From an optimization exercise on the open Yosys and OpenROAD flow, aimed at small area and a short achievable clock period; shortcuts taken in it are not production practice.
Only simulation tests tie the RTL to the original design; equivalence was not proved.

==> flow/design.v (outline; a module is shown in full before it is edited, if it fits) <==
// module booth_enc: 34 lines
// module floating_mult: 970 lines
// module floating_adder: 160 lines
// module conv_kernel: 60 lines
module conv_kernel(
  input         clk,
  input         rst_n,
  input         clear,
  input  [31:0] i_pixel,
  input  [31:0] i_weight,
  output [31:0] o_pixel
);
  // ...
==> flow/run.sh <==
#!/bin/bash
# synth_recipe.tcl (not shown) runs the flow's synth.tcl, then flattens the netlist and writes it again
# the make line also repeats each setting of config.mk as NAME=value (left out here)
make -C /OpenROAD-flow-scripts/flow DESIGN_CONFIG=/design/flow/config.mk WORK_HOME=/design/flow/orfs CLKGATE_MAP_FILE= SYNTH_SCRIPT=/design/flow/synth_recipe.tcl finish
==> flow/config.mk <==
export PLATFORM = sky130hd
export DESIGN_NAME = conv_kernel
export DESIGN_NICKNAME = conv_kernel
export VERILOG_FILES = /design/flow/design.v
export SDC_FILE = /design/flow/constraint.sdc
export NUM_CORES = 4
export LEC_CHECK = 0
export CAP_MARGIN = 20
export CORE_MARGIN = 2
export CORE_UTILIZATION = 40
export SETUP_SLACK_MARGIN = 5
export SLEW_MARGIN = 20
export TNS_END_PERCENT = 5
==> flow/constraint.sdc <==
create_clock -name core_clock -period 12.0 [get_ports {clk}]
set_input_delay 2.4000 -clock core_clock [delete_from_list [all_inputs] [get_ports {clk}]]
set_output_delay 2.4000 -clock core_clock [all_outputs]
set_load 0.01 [all_outputs]
==> notes.md, run 1 <==
outcome timing/DRC/antenna clean; Final Util between 40 and 50%; CTS tree built; max reg flops 36; met3 global-route usage under 10%; Top cell by count, worst path a21oi_1; Yosys top cell by area fa_1; Synth top area share ~14%; CP Buf/Inv Count 3; final hold violation count 0; setup tns final 0 ps; Worst Path Required approximately 12000 ps; Crit. Startpoint add_a[21]; metal2 WL between 70 and 80 mm; layout cells sized above 1 between 15 and 20%; Total Wirelength about 160 mm; Worst Skew between 30 and 40 ps; R2R setup slack approximately 5000 ps; first-pass GRT wire length between 200 and 250 mm; sequential cell count 147; port buffer count 98; Crit Path Max Fanout 20; full die area 0.0971 mm²; initial antenna violation count 4; vias post-DR just under 40000; clock slew at reported path FFs 70 ps; vias per cell around 6.4; number of cells in the finished layout apart from fillers slightly above 6000; Tcrit/Tclk final between 50% and 60%; wire length on met3 approximately 16 mm; Synth Flop Type dfrtp_1; ANT nets after route 0; nonclk buf count about 400; RSZ-0062 raised after global routing true; Startpoint Class register; setup repair bufs after CTS 74; commonest cells after routing, fill and taps aside 433 x inv_1, 349 x nand2_1, 332 x a21oi_1; largest family of logic cells by synthesized area compound AO/OA/AOI/OAI gates
==> module floating_adder, before the edit <==
module floating_adder (
  input  [31:0] a,
  input  [31:0] b,
  output [31:0] r
);
wire        sa = a[31];
wire        sb = b[31];
wire [7:0]  ea = a[30:23];
wire [7:0]  eb = b[30:23];
wire [22:0] fa = a[22:0];
wire [22:0] fb = b[22:0];
wire [23:0] ma = {1'b1, fa};
wire [23:0] mb = {1'b1, fb};
wire a_zero = (ea == 8'd0);
wire b_zero = (eb == 8'd0);
wire a_max  = (ea == 8'hFF);
wire b_max  = (eb == 8'hFF);
wire a_inf  = a_max && (fa == 23'd0);
wire b_inf  = b_max && (fb == 23'd0);
wire a_nan  = a_max && (fa != 23'd0);
wire b_nan  = b_max && (fb != 23'd0);
wire sub = sa ^ sb;
wire [8:0] dab  = {1'b0, ea} - {1'b0, eb};
wire [8:0] dba  = {1'b0, eb} - {1'b0, ea};
wire       a_ge = ~dab[8];
wire [7:0]  ex = a_ge ? ea : eb;
wire        sx = a_ge ? sa : sb;
wire [23:0] mx = a_ge ? ma : mb;
function [4:0] tz24;
  input [23:0] v;
  integer i;
  begin
    tz24 = 5'd23;
    for (i = 22; i >= 0; i = i - 1)
      if (v[i]) tz24 = i[4:0];
  end
endfunction
wire [4:0] tza = tz24(ma);
wire [4:0] tzb = tz24(mb);
wire [26:0] a27   = {ma, 3'b000};
wire [26:0] b27   = {mb, 3'b000};
wire        bigab = (dab[7:0] >= 8'd27);
wire        bigba = (dba[7:0] >= 8'd27);
wire [26:0] b_sh  = bigab ? 27'd0 : (b27 >> dab[4:0]);
wire [26:0] a_sh  = bigba ? 27'd0 : (a27 >> dba[4:0]);
wire        stb   = (dab[7:0] > ({3'd0, tzb} + 8'd2));
wire        sta   = (dba[7:0] > ({3'd0, tza} + 8'd2));
wire [26:0] y_al  = a_ge ? {b_sh[26:1], b_sh[0] | stb} : {a_sh[26:1], a_sh[0] | sta};
wire [23:0] zh = sub ? ~y_al[26:3] : y_al[26:3];
wire [2:0]  yl = y_al[2:0];
wire [3:0]  lo = sub ? ({1'b0, ~yl} + 4'd1) : {1'b0, yl};
wire [2:0]  tl = lo[2:0];
wire        c3 = lo[3];
wire [24:0] h0 = {1'b0, mx} + {1'b0, zh};
wire [25:0] h1w = {1'b0, mx, 1'b1} + {1'b0, zh, 1'b1};
wire [24:0] h1  = h1w[25:1];
wire [24:0] h  = c3 ? h1 : h0;
wire caseR = ~sub & h0[24];
wire caseL = sub & ~h[23];
wire caseN = ~caseR & ~caseL;
wire        rR   = h0[0] & ((|tl) | h0[1]);
wire [22:0] fR   = rR ? h1[23:1] : h0[23:1];
wire        rN   = tl[2] & (tl[1] | tl[0] | h0[0]);
wire [22:0] fN   = (rN | c3) ? h1[22:0] : h0[22:0];
wire        oN   = rN & ~c3 & ~h1[23];
wire        rL   = tl[1] & (tl[0] | tl[2]);
wire [22:0] fL   = (rL & tl[2]) ? {h1[21:0], 1'b0} : {h[21:0], tl[2] | rL};
wire        oL   = rL & tl[2] & ~h1[22];
wire [7:0] exm1  = ex - 8'd1;
wire [7:0] exp1  = ex + 8'd1;
wire       ex254 = (ex == 8'd254);
wire       ex1   = (ex == 8'd1);
wire [22:0] mR = ex254 ? 23'd0 : fR;
wire [22:0] mN = fN;
wire [22:0] mL = ex1 ? 23'd0 : fL;
wire [7:0]  eR = ex254 ? 8'hFF : exp1;
wire [7:0]  eN = oN ? eR : ex;
wire [7:0]  eL = oL ? ex : (ex1 ? 8'd0 : exm1);
wire [30:0] pfar = ({31{caseR}} & {eR, mR})
                 | ({31{caseN}} & {eN, mN})
                 | ({31{caseL}} & {eL, mL});
wire [31:0] rfar = {sx, pfar};
wire        e_eq = (ea == eb);
wire        e_a1 = (dab == 9'd1);
wire        e_b1 = (dba == 9'd1);
wire [25:0] cab  = {1'b0, ma, 1'b0} - {2'b00, mb};
wire [25:0] cba  = {1'b0, mb, 1'b0} - {2'b00, ma};
wire [25:0] cea  = {1'b0, ma, 1'b0} - {1'b0, mb, 1'b0};
wire [25:0] ceb  = {1'b0, mb, 1'b0} - {1'b0, ma, 1'b0};
wire        eneg = cea[25];
wire d0   = ~(ea[0] ^ eb[0]);
wire a_gt = (ea > eb);
wire [24:0] c1 = a_gt ? cab[24:0] : cba[24:0];
wire [24:0] c0 = eneg ? ceb[24:0] : cea[24:0];
wire [24:0] c  = d0 ? c0 : c1;
wire        cs = d0 ? (eneg ? sb : sa) : (a_gt ? sa : sb);
wire [31:0] cz = {c, 7'h7F};
reg  [15:0] v1;  reg [15:0] l1;
reg  [7:0]  v2;  reg [15:0] l2;
reg  [3:0]  v3;  reg [11:0] l3;
reg  [1:0]  v4;  reg [7:0]  l4;
reg  [4:0]  clz;
integer k;
always @(*) begin
  for (k = 0; k < 16; k = k + 1) begin
    v1[k] = cz[2*k+1] | cz[2*k];
    l1[k] = ~cz[2*k+1];
  end
  for (k = 0; k < 8; k = k + 1) begin
    v2[k] = v1[2*k+1] | v1[2*k];
    l2[2*k+1 -: 2] = v1[2*k+1] ? {1'b0, l1[2*k+1]} : {1'b1, l1[2*k]};
  end
  for (k = 0; k < 4; k = k + 1) begin
    v3[k] = v2[2*k+1] | v2[2*k];
    l3[3*k+2 -: 3] = v2[2*k+1] ? {1'b0, l2[4*k+3 -: 2]} : {1'b1, l2[4*k+1 -: 2]};
  end
  for (k = 0; k < 2; k = k + 1) begin
    v4[k] = v3[2*k+1] | v3[2*k];
    l4[4*k+3 -: 4] = v3[2*k+1] ? {1'b0, l3[6*k+5 -: 3]} : {1'b1, l3[6*k+2 -: 3]};
  end
  clz = v4[1] ? {1'b0, l4[7:4]} : {1'b1, l4[3:0]};
end
wire [24:0] n16 = clz[4] ? {c[8:0], 16'd0} : c;
wire [24:0] n8  = clz[3] ? {n16[16:0], 8'd0} : n16;
wire [24:0] n4  = clz[2] ? {n8[20:0], 4'd0} : n8;
wire [24:0] n2  = clz[1] ? {n4[22:0], 2'd0} : n4;
wire [24:0] cn  = clz[0] ? {n2[23:0], 1'b0} : n2;
wire [8:0]  ce  = {1'b0, ex} - {4'd0, clz};
wire        czero = e_eq && (fa == fb);
reg [31:0] rclose;
always @(*) begin
  if (czero)
    rclose = 32'd0;
  else if (ce[8] || ce[7:0] == 8'd0)
    rclose = {cs, 31'd0};
  else
    rclose = {cs, ce[7:0], cn[23:1]};
end
wire use_close = sub && (e_eq || e_a1 || e_b1) && !c[24];
reg [31:0] res;
always @(*) begin
  if (a_nan || b_nan || (a_inf && b_inf && (sa != sb)))
    res = 32'h7FC00000;
  else if (a_inf)
    res = a;
  else if (b_inf)
    res = b;
  else if (a_zero && b_zero)
    res = {sa & sb, 31'd0};
  else if (b_zero)
    res = a;
  else if (a_zero)
    res = b;
  else if (use_close)
    res = rclose;
  else
    res = rfar;
end
assign r = res;
endmodule
==> module conv_kernel, before the edit <==
module conv_kernel(
  input         clk,
  input         rst_n,
  input         clear,
  input  [31:0] i_pixel,
  input  [31:0] i_weight,
  output [31:0] o_pixel
);
reg  [31:0] mult_a;
reg         mult_b_s;
reg  [7:0]  mult_b_e;
reg         mult_b_fz;
reg  [4:0]  mult_b_tz;
reg  [35:0] mult_b_bd;
reg  [31:0] add_a;
reg  [31:0] add_b;
wire [31:0] product;
wire [31:0] sum;
wire        w_s;
wire [7:0]  w_e;
wire        w_fz;
wire [4:0]  w_tz;
wire [35:0] w_bd;
booth_enc U_booth_enc (.b(i_weight), .sb(w_s), .eb(w_e), .fbz(w_fz), .tzb(w_tz), .bd(w_bd));
always @(posedge clk, negedge rst_n) begin
  if (!rst_n) begin
    mult_a    <= 32'b0;
    mult_b_s  <= 1'b0;
    mult_b_e  <= 8'b0;
    mult_b_fz <= 1'b0;
    mult_b_tz <= 5'b0;
    mult_b_bd <= 36'b0;
  end else begin
    mult_a    <= i_pixel;
    mult_b_s  <= w_s;
    mult_b_e  <= w_e;
    mult_b_fz <= w_fz;
    mult_b_tz <= w_tz;
    mult_b_bd <= w_bd;
  end
end
always @(posedge clk, negedge rst_n) begin
  if (!rst_n) begin
    add_a <= 32'b0;
    add_b <= 32'b0;
  end else if (clear) begin
    add_a <= 32'b0;
    add_b <= 32'b0;
  end else begin
    add_a <= product;
    add_b <= sum;
  end
end
assign o_pixel = add_b;
floating_mult U_floating_mult (
  .a(mult_a), .sb(mult_b_s), .eb(mult_b_e), .fbz(mult_b_fz), .tzb(mult_b_tz), .bd(mult_b_bd),
  .r(product)
);
floating_adder U_floating_adder (.a(add_a), .b(add_b), .r(sum));
endmodule
==> run 2: changes to the inputs <==
--- a/flow/design.v
+++ b/flow/design.v
@@ -953,59 +953,82 @@
 wire t_s587 = t_s497 ^ t_c414 ^ t_c496;
 wire t_c588 = (t_s497 & t_c414) | (t_s497 & t_c496) | (t_c414 & t_c496);
 wire t_s589 = t_s499 ^ t_c498 ^ 1'b1;
 wire t_c590 = (t_s499 & t_c498) | (t_s499 & 1'b1) | (t_c498 & 1'b1);
 wire t_s591 = ps11 ^ ma[23] ^ t_c500;
 wire t_c592 = (ps11 & ma[23]) | (ps11 & t_c500) | (ma[23] & t_c500);
 wire [47:0] r1 = {t_s591, t_s589, t_s587, t_s585, t_s583, t_s581, t_s579, t_s577, t_s575, t_s573, t_s571, t_s569, t_s567, t_s565, t_s563, t_s561, t_s559, t_s557, t_s555, t_s553, t_s551, t_s549, t_s547, t_s545, t_s543, t_s541, t_s539, t_s537, t_s535, t_s533, t_s531, t_s529, t_s527, t_s525, t_s523, t_s521, t_s519, t_s517, t_s515, t_s513, t_s511, t_s509, t_s507, t_s505, t_s503, t_s501, pp0_1, pp0_0};
 wire [47:0] r2 = {t_c590, t_c588, t_c586, t_c584, t_c582, t_c580, t_c578, t_c576, t_c574, t_c572, t_c570, t_c568, t_c566, t_c564, t_c562, t_c560, t_c558, t_c556, t_c554, t_c552, t_c550, t_c548, t_c546, t_c544, t_c542, t_c540, t_c538, t_c536, t_c534, t_c532, t_c530, t_c528, t_c526, t_c524, t_c522, t_c520, t_c518, t_c516, t_c514, t_c512, t_c510, t_c508, t_c506, t_c504, t_c502, bd[3], 1'b0, bd[0]};
-wire [22:0] lo = {1'b0, r1[21:0]} + {1'b0, r2[21:0]};
+wire [22:0] lo;
+pfx_add #(.N(22), .L(5)) u_lo (.a(r1[21:0]), .b(r2[21:0]), .ci(1'b0), .s(lo));
 wire        c22 = lo[22];
 wire [25:0] w1_s = {(r1[47] ^ r2[47]), (r1[46] ^ r2[46]), (r1[45] ^ r2[45]), (r1[44] ^ r2[44]), (r1[43] ^ r2[43]), (r1[42] ^ r2[42]), (r1[41] ^ r2[41]), (r1[40] ^ r2[40]), (r1[39] ^ r2[39]), (r1[38] ^ r2[38]), (r1[37] ^ r2[37]), (r1[36] ^ r2[36]), (r1[35] ^ r2[35]), (r1[34] ^ r2[34]), (r1[33] ^ r2[33]), (r1[32] ^ r2[32]), (r1[31] ^ r2[31]), (r1[30] ^ r2[30]), (r1[29] ^ r2[29]), (r1[28] ^ r2[28]), (r1[27] ^ r2[27]), (r1[26] ^ r2[26]), (r1[25] ^ r2[25]), (r1[24] ^ r2[24]), (r1[23] ^ r2[23]), ~(r1[22] ^ r2[22])};
 wire [25:0] w1_c = {(r1[46] & r2[46]), (r1[45] & r2[45]), (r1[44] & r2[44]), (r1[43] & r2[43]), (r1[42] & r2[42]), (r1[41] & r2[41]), (r1[40] & r2[40]), (r1[39] & r2[39]), (r1[38] & r2[38]), (r1[37] & r2[37]), (r1[36] & r2[36]), (r1[35] & r2[35]), (r1[34] & r2[34]), (r1[33] & r2[33]), (r1[32] & r2[32]), (r1[31] & r2[31]), (r1[30] & r2[30]), (r1[29] & r2[29]), (r1[28] & r2[28]), (r1[27] & r2[27]), (r1[26] & r2[26]), (r1[25] & r2[25]), (r1[24] & r2[24]), (r1[23] & r2[23]), (r1[22] | r2[22]), 1'b0};
-wire [25:0] w1 = w1_s + w1_c;
-wire [25:0] w2_s = {(r1[47] ^ r2[47]), (r1[46] ^ r2[46]), (r1[45] ^ r2[45]), (r1[44] ^ r2[44]), (r1[43] ^ r2[43]), (r1[42] ^ r2[42]), (r1[41] ^ r2[41]), (r1[40] ^ r2[40]), (r1[39] ^ r2[39]), (r1[38] ^ r2[38]), (r1[37] ^ r2[37]), (r1[36] ^ r2[36]), (r1[35] ^ r2[35]), (r1[34] ^ r2[34]), (r1[33] ^ r2[33]), (r1[32] ^ r2[32]), (r1[31] ^ r2[31]), (r1[30] ^ r2[30]), (r1[29] ^ r2[29]), (r1[28] ^ r2[28]), (r1[27] ^ r2[27]), (r1[26] ^ r2[26]), (r1[25] ^ r2[25]), (r1[24] ^ r2[24]), ~(r1[23] ^ r2[23]), (r1[22] ^ r2[22])};
-wire [25:0] w2_c = {(r1[46] & r2[46]), (r1[45] & r2[45]), (r1[44] & r2[44]), (r1[43] & r2[43]), (r1[42] & r2[42]), (r1[41] & r2[41]), (r1[40] & r2[40]), (r1[39] & r2[39]), (r1[38] & r2[38]), (r1[37] & r2[37]), (r1[36] & r2[36]), (r1[35] & r2[35]), (r1[34] & r2[34]), (r1[33] & r2[33]), (r1[32] & r2[32]), (r1[31] & r2[31]), (r1[30] & r2[30]), (r1[29] & r2[29]), (r1[28] & r2[28]), (r1[27] & r2[27]), (r1[26] & r2[26]), (r1[25] & r2[25]), (r1[24] & r2[24]), (r1[23] | r2[23]), (r1[22] & r2[22]), 1'b0};
-wire [25:0] w2 = w2_s + w2_c;
 wire [25:0] w3_s = {(r1[47] ^ r2[47]), (r1[46] ^ r2[46]), (r1[45] ^ r2[45]), (r1[44] ^ r2[44]), (r1[43] ^ r2[43]), (r1[42] ^ r2[42]), (r1[41] ^ r2[41]), (r1[40] ^ r2[40]), (r1[39] ^ r2[39]), (r1[38] ^ r2[38]), (r1[37] ^ r2[37]), (r1[36] ^ r2[36]), (r1[35] ^ r2[35]), (r1[34] ^ r2[34]), (r1[33] ^ r2[33]), (r1[32] ^ r2[32]), (r1[31] ^ r2[31]), (r1[30] ^ r2[30]), (r1[29] ^ r2[29]), (r1[28] ^ r2[28]), (r1[27] ^ r2[27]), (r1[26] ^ r2[26]), (r1[25] ^ r2[25]), (r1[24] ^ r2[24]), ~(r1[23] ^ r2[23]), ~(r1[22] ^ r2[22])};
 wire [25:0] w3_c = {(r1[46] & r2[46]), (r1[45] & r2[45]), (r1[44] & r2[44]), (r1[43] & r2[43]), (r1[42] & r2[42]), (r1[41] & r2[41]), (r1[40] & r2[40]), (r1[39] & r2[39]), (r1[38] & r2[38]), (r1[37] & r2[37]), (r1[36] & r2[36]), (r1[35] & r2[35]), (r1[34] & r2[34]), (r1[33] & r2[33]), (r1[32] & r2[32]), (r1[31] & r2[31]), (r1[30] & r2[30]), (r1[29] & r2[29]), (r1[28] & r2[28]), (r1[27] & r2[27]), (r1[26] & r2[26]), (r1[25] & r2[25]), (r1[24] & r2[24]), (r1[23] | r2[23]), (r1[22] | r2[22]), 1'b0};
-wire [25:0] w3 = w3_s + w3_c;
-wire [25:0] su = c22 ? w2 : w1;
-wire [25:0] sn = c22 ? w3 : w2;
+wire [26:0] w1_x;
+wire [26:0] w2_x;
+cmp_add #(.N(26), .L(5)) u_w12 (.a(w1_s), .b(w1_c), .s0(w1_x), .s1(w2_x));
+wire [26:0] w3_x;
+pfx_add #(.N(26), .L(5)) u_w3 (.a(w3_s), .b(w3_c), .ci(1'b0), .s(w3_x));
+wire [25:0] w1 = w1_x[25:0];
+wire [25:0] w2 = w2_x[25:0];
+wire [25:0] w3 = w3_x[25:0];
 function [4:0] tz24;
   input [23:0] v;
   integer i;
   begin
     tz24 = 5'd23;
     for (i = 22; i >= 0; i = i - 1)
       if (v[i]) tz24 = i[4:0];
   end
 endfunction
 wire [5:0] tzp   = {1'b0, tz24(ma)} + {1'b0, tzb};
 wire       tie_u = (tzp == 6'd22);
 wire       tie_n = (tzp == 6'd23);
-wire        nrm = su[25];
 wire signed [10:0] e0  = $signed({3'b000, ea}) + $signed({3'b000, eb}) - 11'sd127;
 wire [7:0]         e0l = ea + eb + 8'd129;
 wire [7:0]         e1l = ea + eb + 8'd130;
 wire ovf_u = (e0 >= 11'sd255);
 wire ovf_n = (e0 >= 11'sd254);
 wire unf_u = (e0 <= 11'sd0);
 wire unf_n = (e0 <= -11'sd1);
 wire        spec_nan  = a_nan || b_nan || (a_inf && b_zero) || (b_inf && a_zero);
 wire        spec_inf  = a_inf || b_inf;
 wire        spec_zero = a_zero || b_zero;
 wire        spec      = spec_nan || spec_inf || spec_zero;
 wire [31:0] rspec     = spec_nan ? 32'h7FC00000 : spec_inf ? {s, 8'hFF, 23'd0} : {s, 31'd0};
-wire [22:0] mu = {su[23:2], su[1] & ~tie_u};
-wire [22:0] mn = {sn[24:3], sn[2] & ~tie_n};
-wire [31:0] ru = spec ? rspec : ovf_u ? {s, 8'hFF, 23'd0} : unf_u ? {s, 31'd0} : {s, e0l, mu};
-wire [31:0] rn = spec ? rspec : ovf_n ? {s, 8'hFF, 23'd0} : unf_n ? {s, 31'd0} : {s, e1l, mn};
-assign r = nrm ? rn : ru;
+function [31:0] fin;
+  input        sp;
+  input        ov;
+  input        un;
+  input [7:0]  ef;
+  input [22:0] mf;
+  begin
+    if (sp)
+      fin = rspec;
+    else if (ov)
+      fin = {s, 8'hFF, 23'd0};
+    else if (un)
+      fin = {s, 31'd0};
+    else
+      fin = {s, ef, mf};
+  end
+endfunction
+wire [31:0] r_u1 = fin(spec, ovf_u, unf_u, e0l, {w1[23:2], w1[1] & ~tie_u});
+wire [31:0] r_n2 = fin(spec, ovf_n, unf_n, e1l, {w2[24:3], w2[2] & ~tie_n});
+wire [31:0] r_u2 = fin(spec, ovf_u, unf_u, e0l, {w2[23:2], w2[1] & ~tie_u});
+wire [31:0] r_n3 = fin(spec, ovf_n, unf_n, e1l, {w3[24:3], w3[2] & ~tie_n});
+wire sel_u1 = ~c22 & ~w1[25];
+wire sel_n2 = ~c22 &  w1[25];
+wire sel_u2 =  c22 & ~w2[25];
+wire sel_n3 =  c22 &  w2[25];
+assign r = ({32{sel_u1}} & r_u1) | ({32{sel_n2}} & r_n2)
+         | ({32{sel_u2}} & r_u2) | ({32{sel_n3}} & r_n3);
 endmodule
 module floating_adder (
   input  [31:0] a,
   input  [31:0] b,
   output [31:0] r
 );
 wire        sa = a[31];
 wire        sb = b[31];
@@ -1036,71 +1059,76 @@
   begin
     tz24 = 5'd23;
     for (i = 22; i >= 0; i = i - 1)
       if (v[i]) tz24 = i[4:0];
   end
 endfunction
 wire [4:0] tza = tz24(ma);
 wire [4:0] tzb = tz24(mb);
-wire [26:0] a27   = {ma, 3'b000};
-wire [26:0] b27   = {mb, 3'b000};
+wire [26:0] a27x  = {ma, 3'b000} ^ {27{sub}};
+wire [26:0] b27x  = {mb, 3'b000} ^ {27{sub}};
 wire        bigab = (dab[7:0] >= 8'd27);
 wire        bigba = (dba[7:0] >= 8'd27);
-wire [26:0] b_sh  = bigab ? 27'd0 : (b27 >> dab[4:0]);
-wire [26:0] a_sh  = bigba ? 27'd0 : (a27 >> dba[4:0]);
+wire [53:0] b_shw = {{27{sub}}, b27x} >> dab[4:0];
+wire [53:0] a_shw = {{27{sub}}, a27x} >> dba[4:0];
+wire [26:0] b_shx = bigab ? {27{sub}} : b_shw[26:0];
+wire [26:0] a_shx = bigba ? {27{sub}} : a_shw[26:0];
 wire        stb   = (dab[7:0] > ({3'd0, tzb} + 8'd2));
 wire        sta   = (dba[7:0] > ({3'd0, tza} + 8'd2));
-wire [26:0] y_al  = a_ge ? {b_sh[26:1], b_sh[0] | stb} : {a_sh[26:1], a_sh[0] | sta};
-wire [23:0] zh = sub ? ~y_al[26:3] : y_al[26:3];
-wire [2:0]  yl = y_al[2:0];
+wire [26:0] y_x   = a_ge ? b_shx : a_shx;
+wire        st_y  = a_ge ? stb : sta;
+wire [23:0] zh = y_x[26:3];
+wire [2:0]  yl = {y_x[2:1] ^ {2{sub}}, (y_x[0] ^ sub) | st_y};
 wire [3:0]  lo = sub ? ({1'b0, ~yl} + 4'd1) : {1'b0, yl};
 wire [2:0]  tl = lo[2:0];
 wire        c3 = lo[3];
-wire [24:0] h0 = {1'b0, mx} + {1'b0, zh};
-wire [25:0] h1w = {1'b0, mx, 1'b1} + {1'b0, zh, 1'b1};
-wire [24:0] h1  = h1w[25:1];
+wire [24:0] h0;
+wire [24:0] h1;
+ks_cmp_add #(.N(24), .L(5)) u_h (.a(mx), .b(zh), .s0(h0), .s1(h1));
 wire [24:0] h  = c3 ? h1 : h0;
 wire caseR = ~sub & h0[24];
 wire caseL = sub & ~h[23];
 wire caseN = ~caseR & ~caseL;
 wire        rR   = h0[0] & ((|tl) | h0[1]);
 wire [22:0] fR   = rR ? h1[23:1] : h0[23:1];
 wire        rN   = tl[2] & (tl[1] | tl[0] | h0[0]);
 wire [22:0] fN   = (rN | c3) ? h1[22:0] : h0[22:0];
 wire        oN   = rN & ~c3 & ~h1[23];
 wire        rL   = tl[1] & (tl[0] | tl[2]);
 wire [22:0] fL   = (rL & tl[2]) ? {h1[21:0], 1'b0} : {h[21:0], tl[2] | rL};
 wire        oL   = rL & tl[2] & ~h1[22];
 wire [7:0] exm1  = ex - 8'd1;
 wire [7:0] exp1  = ex + 8'd1;
 wire       ex254 = (ex == 8'd254);
 wire       ex1   = (ex == 8'd1);
-wire [22:0] mR = ex254 ? 23'd0 : fR;
-wire [22:0] mN = fN;
-wire [22:0] mL = ex1 ? 23'd0 : fL;
-wire [7:0]  eR = ex254 ? 8'hFF : exp1;
-wire [7:0]  eN = oN ? eR : ex;
-wire [7:0]  eL = oL ? ex : (ex1 ? 8'd0 : exm1);
-wire [30:0] pfar = ({31{caseR}} & {eR, mR})
-                 | ({31{caseN}} & {eN, mN})
-                 | ({31{caseL}} & {eL, mL});
+wire [30:0] pR  = ex254 ? {8'hFF, 23'd0} : {exp1, fR};
+wire [30:0] pN0 = {ex, fN};
+wire [30:0] pN1 = ex254 ? {8'hFF, 23'd0} : {exp1, 23'd0};
+wire [30:0] pL0 = ex1 ? 31'd0 : {exm1, fL};
+wire [30:0] pL1 = {ex, 23'd0};
+wire [30:0] pfar = ({31{caseR}}               & pR)
+                 | ({31{caseN & ~oN}}         & pN0)
+                 | ({31{caseN &  oN}}         & pN1)
+                 | ({31{caseL & ~oL}}         & pL0)
+                 | ({31{caseL &  oL}}         & pL1);
 wire [31:0] rfar = {sx, pfar};
 wire        e_eq = (ea == eb);
 wire        e_a1 = (dab == 9'd1);
 wire        e_b1 = (dba == 9'd1);
 wire [25:0] cab  = {1'b0, ma, 1'b0} - {2'b00, mb};
 wire [25:0] cba  = {1'b0, mb, 1'b0} - {2'b00, ma};
-wire [25:0] cea  = {1'b0, ma, 1'b0} - {1'b0, mb, 1'b0};
-wire [25:0] ceb  = {1'b0, mb, 1'b0} - {1'b0, ma, 1'b0};
-wire        eneg = cea[25];
+wire [24:0] dq0;
+wire [24:0] dq1;
+cmp_add #(.N(24), .L(5)) u_d (.a(ma), .b(~mb), .s0(dq0), .s1(dq1));
+wire        eneg = ~dq1[24];
 wire d0   = ~(ea[0] ^ eb[0]);
 wire a_gt = (ea > eb);
 wire [24:0] c1 = a_gt ? cab[24:0] : cba[24:0];
-wire [24:0] c0 = eneg ? ceb[24:0] : cea[24:0];
+wire [24:0] c0 = eneg ? {~dq0[23:0], 1'b0} : {dq1[23:0], 1'b0};
 wire [24:0] c  = d0 ? c0 : c1;
 wire        cs = d0 ? (eneg ? sb : sa) : (a_gt ? sa : sb);
 wire [31:0] cz = {c, 7'h7F};
 reg  [15:0] v1;  reg [15:0] l1;
 reg  [7:0]  v2;  reg [15:0] l2;
 reg  [3:0]  v3;  reg [11:0] l3;
 reg  [1:0]  v4;  reg [7:0]  l4;
 reg  [4:0]  clz;
@@ -1157,16 +1185,105 @@
     res = b;
   else if (use_close)
     res = rclose;
   else
     res = rfar;
 end
 assign r = res;
 endmodule
+module pfx_add #(parameter N = 26, parameter L = 5) (
+  input  [N-1:0] a,
+  input  [N-1:0] b,
+  input          ci,
+  output [N:0]   s
+);
+wire [N-1:0] p0 = a ^ b;
+wire [N-1:0] g0 = (a & b) | {{(N-1){1'b0}}, p0[0] & ci};
+wire [N-1:0] gl [0:L];
+wire [N-1:0] pl [0:L];
+assign gl[0] = g0;
+assign pl[0] = p0;
+genvar l, i;
+generate
+  for (l = 0; l < L; l = l + 1) begin : lev
+    for (i = 0; i < N; i = i + 1) begin : bit_
+      if ((i >> l) & 1) begin : comb
+        localparam integer J = ((i >> l) << l) - 1;
+        assign gl[l+1][i] = gl[l][i] | (pl[l][i] & gl[l][J]);
+        assign pl[l+1][i] = pl[l][i] & pl[l][J];
+      end else begin : pass
+        assign gl[l+1][i] = gl[l][i];
+        assign pl[l+1][i] = pl[l][i];
+      end
+    end
+  end
+endgenerate
+wire [N:0] cy = {gl[L], ci};
+assign s = {cy[N], p0 ^ cy[N-1:0]};
+endmodule
+module cmp_add #(parameter N = 25, parameter L = 5) (
+  input  [N-1:0] a,
+  input  [N-1:0] b,
+  output [N:0]   s0,
+  output [N:0]   s1
+);
+wire [N-1:0] gl [0:L];
+wire [N-1:0] pl [0:L];
+assign gl[0] = a & b;
+assign pl[0] = a ^ b;
+genvar l, i;
+generate
+  for (l = 0; l < L; l = l + 1) begin : lev
+    for (i = 0; i < N; i = i + 1) begin : bit_
+      if ((i >> l) & 1) begin : comb
+        localparam integer J = ((i >> l) << l) - 1;
+        assign gl[l+1][i] = gl[l][i] | (pl[l][i] & gl[l][J]);
+        assign pl[l+1][i] = pl[l][i] & pl[l][J];
+      end else begin : pass
+        assign gl[l+1][i] = gl[l][i];
+        assign pl[l+1][i] = pl[l][i];
+      end
+    end
+  end
+endgenerate
+wire [N:0] c0 = {gl[L], 1'b0};
+wire [N:0] c1 = {gl[L] | pl[L], 1'b1};
+assign s0 = {c0[N], pl[0] ^ c0[N-1:0]};
+assign s1 = {c1[N], pl[0] ^ c1[N-1:0]};
+endmodule
+module ks_cmp_add #(parameter N = 24, parameter L = 5) (
+  input  [N-1:0] a,
+  input  [N-1:0] b,
+  output [N:0]   s0,
+  output [N:0]   s1
+);
+wire [N-1:0] gl [0:L];
+wire [N-1:0] pl [0:L];
+assign gl[0] = a & b;
+assign pl[0] = a ^ b;
+genvar l, i;
+generate
+  for (l = 0; l < L; l = l + 1) begin : lev
+    for (i = 0; i < N; i = i + 1) begin : bit_
+      if (i >= (1 << l)) begin : comb
+        assign gl[l+1][i] = gl[l][i] | (pl[l][i] & gl[l][i - (1 << l)]);
+        assign pl[l+1][i] = pl[l][i] & pl[l][i - (1 << l)];
+      end else begin : pass
+        assign gl[l+1][i] = gl[l][i];
+        assign pl[l+1][i] = pl[l][i];
+      end
+    end
+  end
+endgenerate
+wire [N:0] c0 = {gl[L], 1'b0};
+wire [N:0] c1 = {gl[L] | pl[L], 1'b1};
+assign s0 = {c0[N], pl[0] ^ c0[N-1:0]};
+assign s1 = {c1[N], pl[0] ^ c1[N-1:0]};
+endmodule
 module conv_kernel(
   input         clk,
   input         rst_n,
   input         clear,
   input  [31:0] i_pixel,
   input  [31:0] i_weight,
   output [31:0] o_pixel
 );
@@ -1181,44 +1298,44 @@
 wire [31:0] product;
 wire [31:0] sum;
 wire        w_s;
 wire [7:0]  w_e;
 wire        w_fz;
 wire [4:0]  w_tz;
 wire [35:0] w_bd;
 booth_enc U_booth_enc (.b(i_weight), .sb(w_s), .eb(w_e), .fbz(w_fz), .tzb(w_tz), .bd(w_bd));
+reg run;
 always @(posedge clk, negedge rst_n) begin
-  if (!rst_n) begin
-    mult_a    <= 32'b0;
-    mult_b_s  <= 1'b0;
-    mult_b_e  <= 8'b0;
-    mult_b_fz <= 1'b0;
-    mult_b_tz <= 5'b0;
-    mult_b_bd <= 36'b0;
-  end else begin
-    mult_a    <= i_pixel;
-    mult_b_s  <= w_s;
-    mult_b_e  <= w_e;
-    mult_b_fz <= w_fz;
-    mult_b_tz <= w_tz;
-    mult_b_bd <= w_bd;
-  end
+  if (!rst_n)
+    run <= 1'b0;
+  else
+    run <= 1'b1;
 end
-always @(posedge clk, negedge rst_n) begin
-  if (!rst_n) begin
+always @(posedge clk) begin
+  mult_a    <= i_pixel;
+  mult_b_s  <= w_s;
+  mult_b_e  <= w_e;
+  mult_b_fz <= w_fz;
+  mult_b_tz <= w_tz;
+  mult_b_bd <= w_bd;
+end
+always @(posedge clk) begin
+  if (clear || !run)
     add_a <= 32'b0;
+  else
+    add_a <= product;
+end
+always @(posedge clk, negedge rst_n) begin
+  if (!rst_n)
     add_b <= 32'b0;
-  end else if (clear) begin
-    add_a <= 32'b0;
+  else if (clear || !run)
     add_b <= 32'b0;
-  end else begin
-    add_a <= product;
+  else
     add_b <= sum;
-  end
 end
 assign o_pixel = add_b;
 floating_mult U_floating_mult (
   .a(mult_a), .sb(mult_b_s), .eb(mult_b_e), .fbz(mult_b_fz), .tzb(mult_b_tz), .bd(mult_b_bd),
   .r(product)
 );
 floating_adder U_floating_adder (.a(add_a), .b(add_b), .r(sum));
 endmodule
==> run 2 against run 1 <==
Against the previous run:
- still clean on timing, DRC and antenna
- final cell count up 2.9%
- via count is 3.8% higher
- first-iteration DRC count down 7.2%
- critical path type unchanged
==> notes.md, run 2 <==
I/O pin cnt 99 (unchanged); Yosys top cell by area fa_1 (unchanged); Skew-Pair Late Insertion Delay 530 ps (was 510 ps); ANT nets after route 0 (unchanged); layout net count 5686 (was 5531); Seq cells post-synth 148 (was 147); most common cell after layout, fill and taps aside inv_1 (unchanged); Total Wirelength 170 mm (was 165 mm); slew margin rel. 21.7% (was 14.4%); Synth Flop Type dfxtp_1 (was dfrtp_1); Avg WL per Cell 26.8 µm (was 26.7 µm); GRT Total Usage 32.9% (was 32.2%); Sequential Area 0.00327 mm² (was 0.00376 mm²); FP Rows 113 (was 112); commonest cells after routing, fill and taps aside 432 x inv_1, 346 x nand2_1, 334 x xnor2_1 (was 433 x inv_1, 349 x nand2_1, 332 x a21oi_1); CP Class reg -> reg (unchanged); sequential element share of the synthesized area 8.20% (was 9.72%); TritonRoute pass-1 iters 7 (was 9); hpwl dp 118 mm (was 119 mm); P&R area growth vs syn 21.4% (was 16.9%); Post-synth EDFFs 0 (unchanged); Slew Limit Fails 0 (unchanged); Largest Register mult_b_bd (unchanged); actual slew at the worst max-slew pin 1160 ps (was 1270 ps); Worst Skew 42.9 ps (was 35.0 ps); layout cells sized above 1 18.3% (was 16.0%); Avg Inst Size Synth 7.75 µm² (was 7.85 µm²); largest net degree at the start of global routing 68 (was 52); Synth Warn # 9 (was 4); Highest Clock Rate 0.141 GHz (was 0.143 GHz); full die area 0.0979 mm² (was 0.0971 mm²); RSZ-0062 raised after global routing true (unchanged); setup tns final 0 ps (unchanged); # hold bufs at CTS 0 (unchanged); Post-synth ARST share 22.3% (was 100%); Starting Density 40.3% (was 40.4%); mapped cell area 0.0382 mm² (was 0.0379 mm²); total clock sinks 148 (was 147); CTS tree built (unchanged); die width 313 µm (was 312 µm); Top cell by count, worst path fa_1 (was a21oi_1); number of cells in the finished layout apart from fillers 6351 (was 6175); detailed-route DRC error count 0 (unchanged); CP Capture Type register (unchanged); number of global-route vias before repair 39000 (was 37600); highest-delay cell along the critical path fa_2 (was dfrtp_2); die height 313 µm (was 312 µm); vias per cell 6.46 (was 6.40); crit-path leading delay family adder cells (was compound AO/OA/AOI/OAI gates); CP Buf/Inv Count 5 (was 3); Fin Hold WS 627 ps (was 546 ps); vias post-DR 41000 (was 39500); Clock Tree Buf Depth 2 (unchanged); port buffer count 98 (unchanged); Worst EP arrival 7460 ps (was 7330 ps); synth cell count leaders 450 x inv_1, 360 x nand2_1, 346 x xnor2_1 (was 446 x inv_1, 359 x nand2_1, 356 x a21oi_1); Crit Path Max Fanout 24 (was 20); max incr delay on CP 600 ps (was 550 ps); outcome timing/DRC/antenna clean (unchanged); max_cap viols 0 (unchanged); clock slew at reported path FFs 80 ps (was 70 ps); most frequent cell after synthesis inv_1 (unchanged); htree depth 4 (unchanged); Initial DRC Count 4736 (was 5106); Final setup viols 0 (unchanged); total gr overflow 0 (unchanged); core area 0.0947 mm² (was 0.0936 mm²); min Tclk post-route 7080 ps (was 6980 ps); Fillers 9184 (was 9446); CTS Buf Count 17 (unchanged); Synth Instances 4923 (was 4823); Startpoint Class register (unchanged); first-pass GRT wire length 247 mm (was 240 mm); multi-input logic area 0.0340 mm² (was 0.0328 mm²); HP Class reg -> reg (unchanged); Worst Path Required 12380 ps (was 12360 ps); Tcrit/Tclk final 59.0% (was 58.1%); CTS root buf clkbuf_16 (unchanged); synth unique cells 127 (was 117); routability cong. 1.02 (was 1.03); Area contributors post-synth fa_1 14%, ha_1 9.0%, xnor2_1 7.9% (was fa_1 14%, ha_1 9.8%, dfrtp_1 9.7%); Placed Instances 6060 (was 5926); final hold violation count 0 (unchanged); initial antenna violation count 2 (was 4); max reg flops 36 (unchanged); Synth top area share 14.2% (was 13.9%)
## run 2: cell types whose count changed in the layout (fill, tap and decap cells not counted), sizes merged, moves of 17 or more
cell	previous run	this run
dfrtp	147	33
o221ai	11	28
a22oi	305	280
o22ai	51	24
xor2	157	138
buf	302	334
a21oi	362	336
o21a	25	54
o21ai	261	290
dfxtp	0	115
xnor2	325	348
nand3	65	87
ha	295	276
## run 2: cell type report
| class | count | area share [%] |
|---|---|---|
| repair buffers | 458 | 10.8 |
| multi-input cells | 3980 | 73.4 |
| clock buffers | 19 | 0.956 |
| flip-flops and latches | 148 | 7.06 |
| inverters | 463 | 3.97 |
| diodes | 1 | 0.00540 |
| clock inverters | 13 | 0.362 |
| well taps | 1265 | 3.42 |
| repair inverters | 4 | 0.0540 |
## run 2: repair_timing
| item | CTS | global route |
|---|---|---|
| gates resized for setup | 428 | 291 |
| gates cloned | 21 | 13 |
| pin swaps | 54 | 117 |
| setup buffers | 98 | 126 |
| setup endpoints to repair | 62 | 62 |
## run 2: through the flow
stage / area [µm²] / utilization (%) / setup WS [ps]
2_1_floorplan: 38300 / - / 4900
3_3_place_gp: 40200 / 42.5 / 2270
3_5_place_dp: 40200 / 42.5 / 2270
4_1_cts: 43800 / 46.3 / 4940
5_1_grt: 46300 / 48.9 / 4650
6_report: 46300 / 48.9 / 4920
## run 2: per-layer routing
| metal | global-route usage (%) | wire length [µm] | vias to the layer above |
|---|---|---|---|
| met5 | 0 | 11 | - |
| met4 | 23.7 | 15100 | 2 |
| met3 | 5.68 | 16600 | 718 |
| met2 | 52.3 | 75400 | 2653 |
| met1 | 40.4 | 63200 | 19700 |
| li1 | - | - | 18000 |
## run 2: cells by family after synthesis
logic type      after synthesis  synth area share, %
fa+ha+maj                   547                 23.3
buf+inv                     800                 8.30
xor+xnor                    487                 11.3
compound gates             1565                 28.4
other cells                   1              0.00983
simple gates               1200                 15.3
mux                         175                 5.31
flops                       148                 8.20
## run 2: final timing paths
kind | from | to | slack (ps) | cells past startpoint
max | mult_b_bd[16] | add_a[1] | 4920 | 25
min | add_b[27] | add_b[27] | 630 | 1
max reg2reg | mult_b_bd[16] | add_a[1] | 4920 | 25
min reg2reg | add_b[27] | add_b[27] | 630 | 1
max in group asynchronous | rst_n | add_b[20] | 9120 | 1
min in group asynchronous | rst_n | add_b[29] | 2070 | 1
==> run 3: changes to the inputs <==
--- a/flow/design.v
+++ b/flow/design.v
@@ -1,25 +1,24 @@
-module booth_enc (
-  input  [31:0] b,
-  output        sb,
-  output [7:0]  eb,
-  output        fbz,
-  output [4:0]  tzb,
-  output [35:0] bd
+module mult_front (
+  input  [31:0]     a,
+  input  [31:0]     b,
+  output [112:0]    t
 );
-wire [26:0] bx = {2'b00, 1'b1, b[22:0], 1'b0};
-assign sb  = b[31];
-assign eb  = b[30:23];
-assign fbz = (b[22:0] == 23'd0);
-function [4:0] tz24e;
-  input [23:0] v;
-  integer i;
-  begin
-    tz24e = 5'd23;
-    for (i = 22; i >= 0; i = i - 1)
-      if (v[i]) tz24e = i[4:0];
-  end
-endfunction
-assign tzb = tz24e({1'b1, b[22:0]});
+wire        sa = a[31];
+wire        sb = b[31];
+wire [7:0]  ea = a[30:23];
+wire [7:0]  eb = b[30:23];
+wire [22:0] fa = a[22:0];
+wire [22:0] fb = b[22:0];
+wire [23:0] ma = {1'b1, fa};
+wire [23:0] mb = {1'b1, fb};
+wire a_zero = (ea == 8'd0);
+wire b_zero = (eb == 8'd0);
+wire a_inf  = (ea == 8'hFF) && (fa == 23'd0);
+wire b_inf  = (eb == 8'hFF) && (fb == 23'd0);
+wire a_nan  = (ea == 8'hFF) && (fa != 23'd0);
+wire b_nan  = (eb == 8'hFF) && (fb != 23'd0);
+wire [26:0] bx = {2'b00, mb, 1'b0};
+wire [35:0] bd;
 genvar gi;
 generate
   for (gi = 0; gi < 12; gi = gi + 1) begin : dig
@@ -31,27 +30,6 @@
     assign bd[3*gi+2] = (x2 & ~x1 & ~x0) | (~x2 & x1 & x0);
   end
 endgenerate
-endmodule
-module floating_mult (
-  input  [31:0] a,
-  input         sb,
-  input  [7:0]  eb,
-  input         fbz,
-  input  [4:0]  tzb,
-  input  [35:0] bd,
-  output [31:0] r
-);
-wire        sa = a[31];
-wire [7:0]  ea = a[30:23];
-wire [22:0] fa = a[22:0];
-wire [23:0] ma = {1'b1, fa};
-wire a_zero = (ea == 8'd0);
-wire b_zero = (eb == 8'd0);
-wire a_inf  = (ea == 8'hFF) && (fa == 23'd0);
-wire b_inf  = (eb == 8'hFF) && fbz;
-wire a_nan  = (ea == 8'hFF) && (fa != 23'd0);
-wire b_nan  = (eb == 8'hFF) && !fbz;
-wire s = sa ^ sb;
 wire pp0_0 = (bd[1] & ma[0]) ^ bd[0];
 wire pp0_1 = ((bd[1] & ma[1]) | (bd[2] & ma[0])) ^ bd[0];
 wire pp0_2 = ((bd[1] & ma[2]) | (bd[2] & ma[1])) ^ bd[0];
@@ -956,8 +934,136 @@
 wire t_c590 = (t_s499 & t_c498) | (t_s499 & 1'b1) | (t_c498 & 1'b1);
 wire t_s591 = ps11 ^ ma[23] ^ t_c500;
 wire t_c592 = (ps11 & ma[23]) | (ps11 & t_c500) | (ma[23] & t_c500);
-wire [47:0] r1 = {t_s591, t_s589, t_s587, t_s585, t_s583, t_s581, t_s579, t_s577, t_s575, t_s573, t_s571, t_s569, t_s567, t_s565, t_s563, t_s561, t_s559, t_s557, t_s555, t_s553, t_s551, t_s549, t_s547, t_s545, t_s543, t_s541, t_s539, t_s537, t_s535, t_s533, t_s531, t_s529, t_s527, t_s525, t_s523, t_s521, t_s519, t_s517, t_s515, t_s513, t_s511, t_s509, t_s507, t_s505, t_s503, t_s501, pp0_1, pp0_0};
-wire [47:0] r2 = {t_c590, t_c588, t_c586, t_c584, t_c582, t_c580, t_c578, t_c576, t_c574, t_c572, t_c570, t_c568, t_c566, t_c564, t_c562, t_c560, t_c558, t_c556, t_c554, t_c552, t_c550, t_c548, t_c546, t_c544, t_c542, t_c540, t_c538, t_c536, t_c534, t_c532, t_c530, t_c528, t_c526, t_c524, t_c522, t_c520, t_c518, t_c516, t_c514, t_c512, t_c510, t_c508, t_c506, t_c504, t_c502, bd[3], 1'b0, bd[0]};
+assign t[0] = pp0_0;    
+assign t[1] = bd[0];    
+assign t[2] = pp0_1;    
+assign t[3] = t_s501;    
+assign t[4] = bd[3];    
+assign t[5] = t_s503;    
+assign t[6] = t_c502;    
+assign t[7] = t_s505;    
+assign t[8] = t_c504;    
+assign t[9] = t_s507;    
+assign t[10] = t_c506;    
+assign t[11] = t_s509;    
+assign t[12] = t_c508;    
+assign t[13] = t_s511;    
+assign t[14] = t_c510;    
+assign t[15] = t_s513;    
+assign t[16] = t_c512;    
+assign t[17] = t_s515;    
+assign t[18] = t_c514;    
+assign t[19] = t_s517;    
+assign t[20] = t_c516;    
+assign t[21] = t_s519;    
+assign t[22] = t_c518;    
+assign t[23] = t_s521;    
+assign t[24] = t_c520;    
+assign t[25] = t_s523;    
+assign t[26] = t_c522;    
+assign t[27] = t_s525;    
+assign t[28] = t_c524;    
+assign t[29] = t_s527;    
+assign t[30] = t_c526;    
+assign t[31] = t_s529;    
+assign t[32] = t_c528;    
+assign t[33] = t_s531;    
+assign t[34] = t_c530;    
+assign t[35] = t_s533;    
+assign t[36] = t_c532;    
+assign t[37] = t_s535;    
+assign t[38] = t_c534;    
+assign t[39] = t_s537;    
+assign t[40] = t_c536;    
+assign t[41] = t_s539;    
+assign t[42] = t_c538;    
+assign t[43] = t_s541;    
+assign t[44] = t_c540;    
+assign t[45] = t_s543;    
+assign t[46] = t_c542;    
+assign t[47] = t_s545;    
+assign t[48] = t_c544;    
+assign t[49] = t_s547;    
+assign t[50] = t_c546;    
+assign t[51] = t_s549;    
+assign t[52] = t_c548;    
+assign t[53] = t_s551;    
+assign t[54] = t_c550;    
+assign t[55] = t_s553;    
+assign t[56] = t_c552;    
+assign t[57] = t_s555;    
+assign t[58] = t_c554;    
+assign t[59] = t_s557;    
+assign t[60] = t_c556;    
+assign t[61] = t_s559;    
+assign t[62] = t_c558;    
+assign t[63] = t_s561;    
+assign t[64] = t_c560;    
+assign t[65] = t_s563;    
+assign t[66] = t_c562;    
+assign t[67] = t_s565;    
+assign t[68] = t_c564;    
+assign t[69] = t_s567;    
+assign t[70] = t_c566;    
+assign t[71] = t_s569;    
+assign t[72] = t_c568;    
+assign t[73] = t_s571;    
+assign t[74] = t_c570;    
+assign t[75] = t_s573;    
+assign t[76] = t_c572;    
+assign t[77] = t_s575;    
+assign t[78] = t_c574;    
+assign t[79] = t_s577;    
+assign t[80] = t_c576;    
+assign t[81] = t_s579;    
+assign t[82] = t_c578;    
+assign t[83] = t_s581;    
+assign t[84] = t_c580;    
+assign t[85] = t_s583;    
+assign t[86] = t_c582;    
+assign t[87] = t_s585;    
+assign t[88] = t_c584;    
+assign t[89] = t_s587;    
+assign t[90] = t_c586;    
+assign t[91] = t_s589;    
+assign t[92] = t_c588;    
+assign t[93] = t_s591;    
+assign t[94] = t_c590;    
+function [4:0] tz24;
+  input [23:0] v;
+  integer i;
+  begin
+    tz24 = 5'd23;
+    for (i = 22; i >= 0; i = i - 1)
+      if (v[i]) tz24 = i[4:0];
+  end
+endfunction
+wire [5:0] tzp   = {1'b0, tz24(ma)} + {1'b0, tz24(mb)};
+wire signed [10:0] e0 = $signed({3'b000, ea}) + $signed({3'b000, eb}) - 11'sd127;
+assign t[112:95] = {tzp == 6'd23, tzp == 6'd22, ea + eb + 8'd129,
+                   e0 <= -11'sd1, e0 <= 11'sd0, e0 >= 11'sd254, e0 >= 11'sd255,
+                   a_zero || b_zero, a_inf || b_inf,
+                   a_nan || b_nan || (a_inf && b_zero) || (b_inf && a_zero),
+                   sa ^ sb};
+endmodule
+module mult_back (
+  input  [112:0]    t,
+  output [31:0]     r
+);
+wire [47:0] r1 = {t[93], t[91], t[89], t[87], t[85], t[83], t[81], t[79], t[77], t[75], t[73], t[71], t[69], t[67], t[65], t[63], t[61], t[59], t[57], t[55], t[53], t[51], t[49], t[47], t[45], t[43], t[41], t[39], t[37], t[35], t[33], t[31], t[29], t[27], t[25], t[23], t[21], t[19], t[17], t[15], t[13], t[11], t[9], t[7], t[5], t[3], t[2], t[0]};
+wire [47:0] r2 = {t[94], t[92], t[90], t[88], t[86], t[84], t[82], t[80], t[78], t[76], t[74], t[72], t[70], t[68], t[66], t[64], t[62], t[60], t[58], t[56], t[54], t[52], t[50], t[48], t[46], t[44], t[42], t[40], t[38], t[36], t[34], t[32], t[30], t[28], t[26], t[24], t[22], t[20], t[18], t[16], t[14], t[12], t[10], t[8], t[6], t[4], 1'b0, t[1]};
+wire       s         = t[95];
+wire       spec_nan  = t[96];
+wire       spec_inf  = t[97];
+wire       spec_zero = t[98];
+wire       ovf_u     = t[99];
+wire       ovf_n     = t[100];
+wire       unf_u     = t[101];
+wire       unf_n     = t[102];
+wire [7:0] e0l       = t[110:103];
+wire       tie_u     = t[111];
+wire       tie_n     = t[112];
+wire [7:0] e1l       = e0l + 8'd1;
 wire [22:0] lo;
 pfx_add #(.N(22), .L(5)) u_lo (.a(r1[21:0]), .b(r2[21:0]), .ci(1'b0), .s(lo));
 wire        c22 = lo[22];
@@ -973,38 +1079,15 @@
 wire [25:0] w1 = w1_x[25:0];
 wire [25:0] w2 = w2_x[25:0];
 wire [25:0] w3 = w3_x[25:0];
-function [4:0] tz24;
-  input [23:0] v;
-  integer i;
-  begin
-    tz24 = 5'd23;
-    for (i = 22; i >= 0; i = i - 1)
-      if (v[i]) tz24 = i[4:0];
-  end
-endfunction
-wire [5:0] tzp   = {1'b0, tz24(ma)} + {1'b0, tzb};
-wire       tie_u = (tzp == 6'd22);
-wire       tie_n = (tzp == 6'd23);
-wire signed [10:0] e0  = $signed({3'b000, ea}) + $signed({3'b000, eb}) - 11'sd127;
-wire [7:0]         e0l = ea + eb + 8'd129;
-wire [7:0]         e1l = ea + eb + 8'd130;
-wire ovf_u = (e0 >= 11'sd255);
-wire ovf_n = (e0 >= 11'sd254);
-wire unf_u = (e0 <= 11'sd0);
-wire unf_n = (e0 <= -11'sd1);
-wire        spec_nan  = a_nan || b_nan || (a_inf && b_zero) || (b_inf && a_zero);
-wire        spec_inf  = a_inf || b_inf;
-wire        spec_zero = a_zero || b_zero;
-wire        spec      = spec_nan || spec_inf || spec_zero;
-wire [31:0] rspec     = spec_nan ? 32'h7FC00000 : spec_inf ? {s, 8'hFF, 23'd0} : {s, 31'd0};
+wire        spec  = spec_nan || spec_inf || spec_zero;
+wire [31:0] rspec = spec_nan ? 32'h7FC00000 : spec_inf ? {s, 8'hFF, 23'd0} : {s, 31'd0};
 function [31:0] fin;
-  input        sp;
   input        ov;
   input        un;
   input [7:0]  ef;
   input [22:0] mf;
   begin
-    if (sp)
+    if (spec)
       fin = rspec;
     else if (ov)
       fin = {s, 8'hFF, 23'd0};
@@ -1014,10 +1097,10 @@
       fin = {s, ef, mf};
   end
 endfunction
-wire [31:0] r_u1 = fin(spec, ovf_u, unf_u, e0l, {w1[23:2], w1[1] & ~tie_u});
-wire [31:0] r_n2 = fin(spec, ovf_n, unf_n, e1l, {w2[24:3], w2[2] & ~tie_n});
-wire [31:0] r_u2 = fin(spec, ovf_u, unf_u, e0l, {w2[23:2], w2[1] & ~tie_u});
-wire [31:0] r_n3 = fin(spec, ovf_n, unf_n, e1l, {w3[24:3], w3[2] & ~tie_n});
+wire [31:0] r_u1 = fin(ovf_u, unf_u, e0l, {w1[23:2], w1[1] & ~tie_u});
+wire [31:0] r_n2 = fin(ovf_n, unf_n, e1l, {w2[24:3], w2[2] & ~tie_n});
+wire [31:0] r_u2 = fin(ovf_u, unf_u, e0l, {w2[23:2], w2[1] & ~tie_u});
+wire [31:0] r_n3 = fin(ovf_n, unf_n, e1l, {w3[24:3], w3[2] & ~tie_n});
 wire sel_u1 = ~c22 & ~w1[25];
 wire sel_n2 = ~c22 &  w1[25];
 wire sel_u2 =  c22 & ~w2[25];
@@ -1083,7 +1166,7 @@
 wire        c3 = lo[3];
 wire [24:0] h0;
 wire [24:0] h1;
-ks_cmp_add #(.N(24), .L(5)) u_h (.a(mx), .b(zh), .s0(h0), .s1(h1));
+cmp_add #(.N(24), .L(5)) u_h (.a(mx), .b(zh), .s0(h0), .s1(h1));
 wire [24:0] h  = c3 ? h1 : h0;
 wire caseR = ~sub & h0[24];
 wire caseL = sub & ~h[23];
@@ -1250,35 +1333,6 @@
 assign s0 = {c0[N], pl[0] ^ c0[N-1:0]};
 assign s1 = {c1[N], pl[0] ^ c1[N-1:0]};
 endmodule
-module ks_cmp_add #(parameter N = 24, parameter L = 5) (
-  input  [N-1:0] a,
-  input  [N-1:0] b,
-  output [N:0]   s0,
-  output [N:0]   s1
-);
-wire [N-1:0] gl [0:L];
-wire [N-1:0] pl [0:L];
-assign gl[0] = a & b;
-assign pl[0] = a ^ b;
-genvar l, i;
-generate
-  for (l = 0; l < L; l = l + 1) begin : lev
-    for (i = 0; i < N; i = i + 1) begin : bit_
-      if (i >= (1 << l)) begin : comb
-        assign gl[l+1][i] = gl[l][i] | (pl[l][i] & gl[l][i - (1 << l)]);
-        assign pl[l+1][i] = pl[l][i] & pl[l][i - (1 << l)];
-      end else begin : pass
-        assign gl[l+1][i] = gl[l][i];
-        assign pl[l+1][i] = pl[l][i];
-      end
-    end
-  end
-endgenerate
-wire [N:0] c0 = {gl[L], 1'b0};
-wire [N:0] c1 = {gl[L] | pl[L], 1'b1};
-assign s0 = {c0[N], pl[0] ^ c0[N-1:0]};
-assign s1 = {c1[N], pl[0] ^ c1[N-1:0]};
-endmodule
 module conv_kernel(
   input         clk,
   input         rst_n,
@@ -1287,22 +1341,13 @@
   input  [31:0] i_weight,
   output [31:0] o_pixel
 );
-reg  [31:0] mult_a;
-reg         mult_b_s;
-reg  [7:0]  mult_b_e;
-reg         mult_b_fz;
-reg  [4:0]  mult_b_tz;
-reg  [35:0] mult_b_bd;
-reg  [31:0] add_a;
-reg  [31:0] add_b;
-wire [31:0] product;
-wire [31:0] sum;
-wire        w_s;
-wire [7:0]  w_e;
-wire        w_fz;
-wire [4:0]  w_tz;
-wire [35:0] w_bd;
-booth_enc U_booth_enc (.b(i_weight), .sb(w_s), .eb(w_e), .fbz(w_fz), .tzb(w_tz), .bd(w_bd));
+reg  [112:0] mult_t;
+reg  [31:0]  add_a;
+reg  [31:0]  add_b;
+wire [112:0] front;
+wire [31:0]  product;
+wire [31:0]  sum;
+mult_front U_mult_front (.a(i_pixel), .b(i_weight), .t(front));
 reg run;
 always @(posedge clk, negedge rst_n) begin
   if (!rst_n)
@@ -1311,12 +1356,7 @@
     run <= 1'b1;
 end
 always @(posedge clk) begin
-  mult_a    <= i_pixel;
-  mult_b_s  <= w_s;
-  mult_b_e  <= w_e;
-  mult_b_fz <= w_fz;
-  mult_b_tz <= w_tz;
-  mult_b_bd <= w_bd;
+  mult_t <= front;
 end
 always @(posedge clk) begin
   if (clear || !run)
@@ -1333,9 +1373,6 @@
     add_b <= sum;
 end
 assign o_pixel = add_b;
-floating_mult U_floating_mult (
-  .a(mult_a), .sb(mult_b_s), .eb(mult_b_e), .fbz(mult_b_fz), .tzb(mult_b_tz), .bd(mult_b_bd),
-  .r(product)
-);
+mult_back U_mult_back (.t(mult_t), .r(product));
 floating_adder U_floating_adder (.a(add_a), .b(add_b), .r(sum));
 endmodule
--- a/flow/config.mk
+++ b/flow/config.mk
@@ -8,6 +8,7 @@
 export CAP_MARGIN = 20
 export CORE_MARGIN = 2
 export CORE_UTILIZATION = 40
+export GPL_TIMING_DRIVEN = 1
 export SETUP_SLACK_MARGIN = 5
 export SLEW_MARGIN = 20
 export TNS_END_PERCENT = 5
==> run 3 against run 2 <==
Against the previous run:
- worst hold slack worse by 150 ps
- cell area decreased by 2.8%
- critical path depth up 5
- clock-buffer cell count down 2
- flip-flop and latch count rose by 30
- worst setup slack improved by 72 ps
- routed wire length shrank 3.3%
- final cell count fell by 1.0%
- critical path type unchanged
==> notes.md, run 3 <==
outcome timing/DRC/antenna clean (unchanged); total clock sinks 178 (was 148); largest net degree at the start of global routing 54 (was 68); Synth Instances 4937 (was 4923); GRT Total Usage 31.9% (was 32.9%); HP Class reg -> reg (unchanged); Yosys top cell by area fa_1 (unchanged); Worst EP arrival 7400 ps (was 7460 ps); Starting Density 40.5% (was 40.3%); Top cell by count, worst path buf_4 (was fa_1); routability cong. 1.03 (was 1.02); Avg WL per Cell 26.2 µm (was 26.8 µm); initial antenna violation count 5 (was 2); vias post-DR 40300 (was 41000); Highest Clock Rate 0.143 GHz (was 0.141 GHz); sequential element share of the synthesized area 9.69% (was 8.20%); R2R setup slack 4990 ps (was 4920 ps); die width 314 µm (was 313 µm); Seq cells post-synth 178 (was 148); Avg Inst Size Synth 7.80 µm² (was 7.75 µm²); R2R cell count 30 (was 25); Hold Path End add_a[31] (was add_b[27]); Largest regs mult_t x113, add_a x32, add_b x32; core area 0.0952 mm² (was 0.0947 mm²); detailed-route DRC error count 0 (unchanged); Fillers 9363 (was 9184); RSZ-0062 raised after global routing true (unchanged); max incr delay on CP 440 ps (was 600 ps); I/O pin cnt 99 (unchanged); number of cells in the finished layout apart from fillers 6287 (was 6351); die height 314 µm (was 313 µm); CTS Buf Count 17 (unchanged); ANT cells 0 (was 1); Placed Instances 6044 (was 6060); first-pass GRT wire length 241 mm (was 247 mm); Worst Skew 17.2 ps (was 42.9 ps); P&R area growth vs syn 16.9% (was 21.4%); htree depth 4 (unchanged); number of global-route vias before repair 37700 (was 39000); Post-synth EDFFs 0 (unchanged); CP Capture Type register (unchanged); Synth top area share 14.7% (was 14.2%); Area contributors post-synth fa_1 15%, ha_1 9.2%, dfxtp_1 7.5% (was fa_1 14%, ha_1 9.0%, xnor2_1 7.9%); CP Class reg -> reg (unchanged); Largest Register mult_t (was mult_b_bd); layout net count 5641 (was 5686); mapped cell area 0.0385 mm² (was 0.0382 mm²); Crit Path Max Fanout 24 (unchanged); Clock Tree Buf Depth 2 (unchanged); actual slew at the worst max-slew pin 1260 ps (was 1160 ps); Initial DRC Count 4782 (was 4736); reg2reg start add_b[23] (was mult_b_bd[16]); port buffer count 98 (unchanged); ANT nets after route 0 (unchanged); slew margin rel. 15.4% (was 21.7%); final hold violation count 0 (unchanged); Startpoint Class register (unchanged); FP Rows 113 (unchanged); full die area 0.0987 mm² (was 0.0979 mm²); Tcrit/Tclk final 58.4% (was 59.0%); vias per cell 6.42 (was 6.46); most common cell after layout, fill and taps aside inv_1 (unchanged); layout cells sized above 1 15.9% (was 18.3%); Synth Warn # 8 (was 9); TritonRoute pass-1 iters 6 (was 7); most frequent cell after synthesis inv_1 (unchanged); max reg flops 113 (was 36); Slew Limit Fails 0 (unchanged); Hold Startpoint mult_t[95] (was add_b[27]); hpwl dp 119 mm (was 118 mm); synth cell count leaders 437 x inv_1, 333 x nand2_1, 323 x a21oi_1 (was 450 x inv_1, 360 x nand2_1, 346 x xnor2_1); Crit. Startpoint add_b[23] (was mult_b_bd[16]); Synth Flop Type dfxtp_1 (unchanged); Worst Path Required 12390 ps (was 12380 ps); max_cap viols 0 (unchanged); clock slew at reported path FFs 90 ps (was 80 ps); Final setup viols 0 (unchanged); Hold Path Depth 1 (unchanged); CTS root buf clkbuf_16 (unchanged); CTS tree built (unchanged); synth unique cells 108 (was 127); # hold bufs at CTS 0 (unchanged); highest-delay cell along the critical path clkinvlp_4 (was fa_2); setup tns final 0 ps (unchanged); total gr overflow 0 (unchanged); commonest cells after routing, fill and taps aside 416 x inv_1, 317 x nand2_1, 301 x xnor2_1 (was 432 x inv_1, 346 x nand2_1, 334 x xnor2_1); Post-synth ARST share 18.5% (was 22.3%); min Tclk post-route 7010 ps (was 7080 ps); RR Endpoint add_b[13] (was add_a[1]); Total Wirelength 165 mm (was 170 mm); Skew-Pair Late Insertion Delay 510 ps (was 530 ps)
## run 3: logic make-up (layout without fill, tap and decap cells)
| logic type | count (synthesis) | after routing | share of synthesized area, % |
|---|---|---|---|
| mux | 151 | 151 | 4.57 |
| simple gates | 1207 | 1209 | 15.5 |
| buf+inv | 807 | 885 | 8.15 |
| compound gates | 1536 | 1539 | 26.9 |
| xor+xnor | 492 | 492 | 11.2 |
| fa+ha+maj | 565 | 565 | 23.9 |
| flops | 178 | 178 | 9.69 |
| other cells | 1 | 3 | 0.00974 |
## run 3: area by class of cell
cell class                      instances  area [µm²]  area share, %
Timing Repair Buffer                  401        3580           7.96
Sequential cell                       178        3810           8.46
Tap cell                             1265        1580           3.52
Inverter                              446        1770           3.92
Multi-Input combinational cell       3959       33600           74.6
Clock buffer                           17         425          0.945
Clock inverter                         15         210          0.467
Timing Repair inverter                  6        41.3         0.0917
## run 3: repair_timing
action                     in CTS  in global routing
cloned                         10                  8
setup endpoints to repair      48                 65
setup buffers                  62                131
resized for setup             228                287
pin swaps                      26                 71
## run 3: metrics by stage
stage / util, % / cell area, µm² / hold slack (ps) / setup WS (ps)
after floorplan: - / 38600 / 442 / 4970
final: 47.3 / 45000 / 479 / 4990
after global routing: 47.3 / 45000 / 497 / 4760
after CTS: 44.8 / 42700 / 484 / 4860
after detailed placement: 42.6 / 40600 / 472 / 2760
after global placement: 42.6 / 40500 / 465 / 2760
## run 3: routing by layer
metal	track usage, %	share of wire, %	vias up
met5	0.0967	0.016	-
met1	40.8	39	19500
li1	-	-	17900
met2	50.1	44	2462
met4	18.5	6.5	4
met3	5.92	10	553
## run 3: worst max-delay path, delay by kind of cell, from the launching register on
| family | cells | cell delay [ps] |
|---|---|---|
| adders and majority gates | 3 | 1020 |
| DFF | 1 | 420 |
| and+or+nand+nor | 8 | 1260 |
| buffers and inverters | 9 | 1980 |
| AOI/OAI and AO/OA | 10 | 2150 |
## run 3: worst max-delay path by stage
stage | cells past startpoint | slack, ps | to
floorplan | 36 | 4970 | add_b[29]
global placement | 26 | 2760 | add_b[27]
detailed placement | 26 | 2760 | add_b[27]
CTS | 25 | 4860 | add_b[8]
global route | 30 | 4760 | add_b[29]
finish | 30 | 4990 | add_b[13]

## re-timing with driven ports
In the flow no input, the clock included, has a driving cell. The finished layouts below were timed again as built, in two steps. Step 1 sets driving cells, clkbuf_16 on the clock port and buf_2 on the other inputs (assumed; they add their load-dependent delay and slew). Step 2 moves the port delays by t, midway between the first and last clock arrival at a register: inputs arrive t later, outputs are due t later. That takes back most of the time a late clock gives input paths. a / b / c = ideal ports / drivers / drivers and shift; a / b = the first two.
run	t (ns)	setup slack, ns	worst hold slack (ns)	worst data-port slew with drivers (ns)
run 1	0.559	5.025 / 5.025 / 5.025	0.546 / 0.546 / 0.546	0.06
run 2	0.570	4.915 / 4.915 / 4.915	0.627 / 0.627 / 0.627	0.05
run 3	0.567	4.987 / 4.987 / 4.537	0.479 / 0.479 / 0.479	0.05
After both steps setup and hold are still met in every run listed. The setup slack of run 3, which loses most, moves by 0.000 ns with the drivers and by -0.450 ns with both steps.
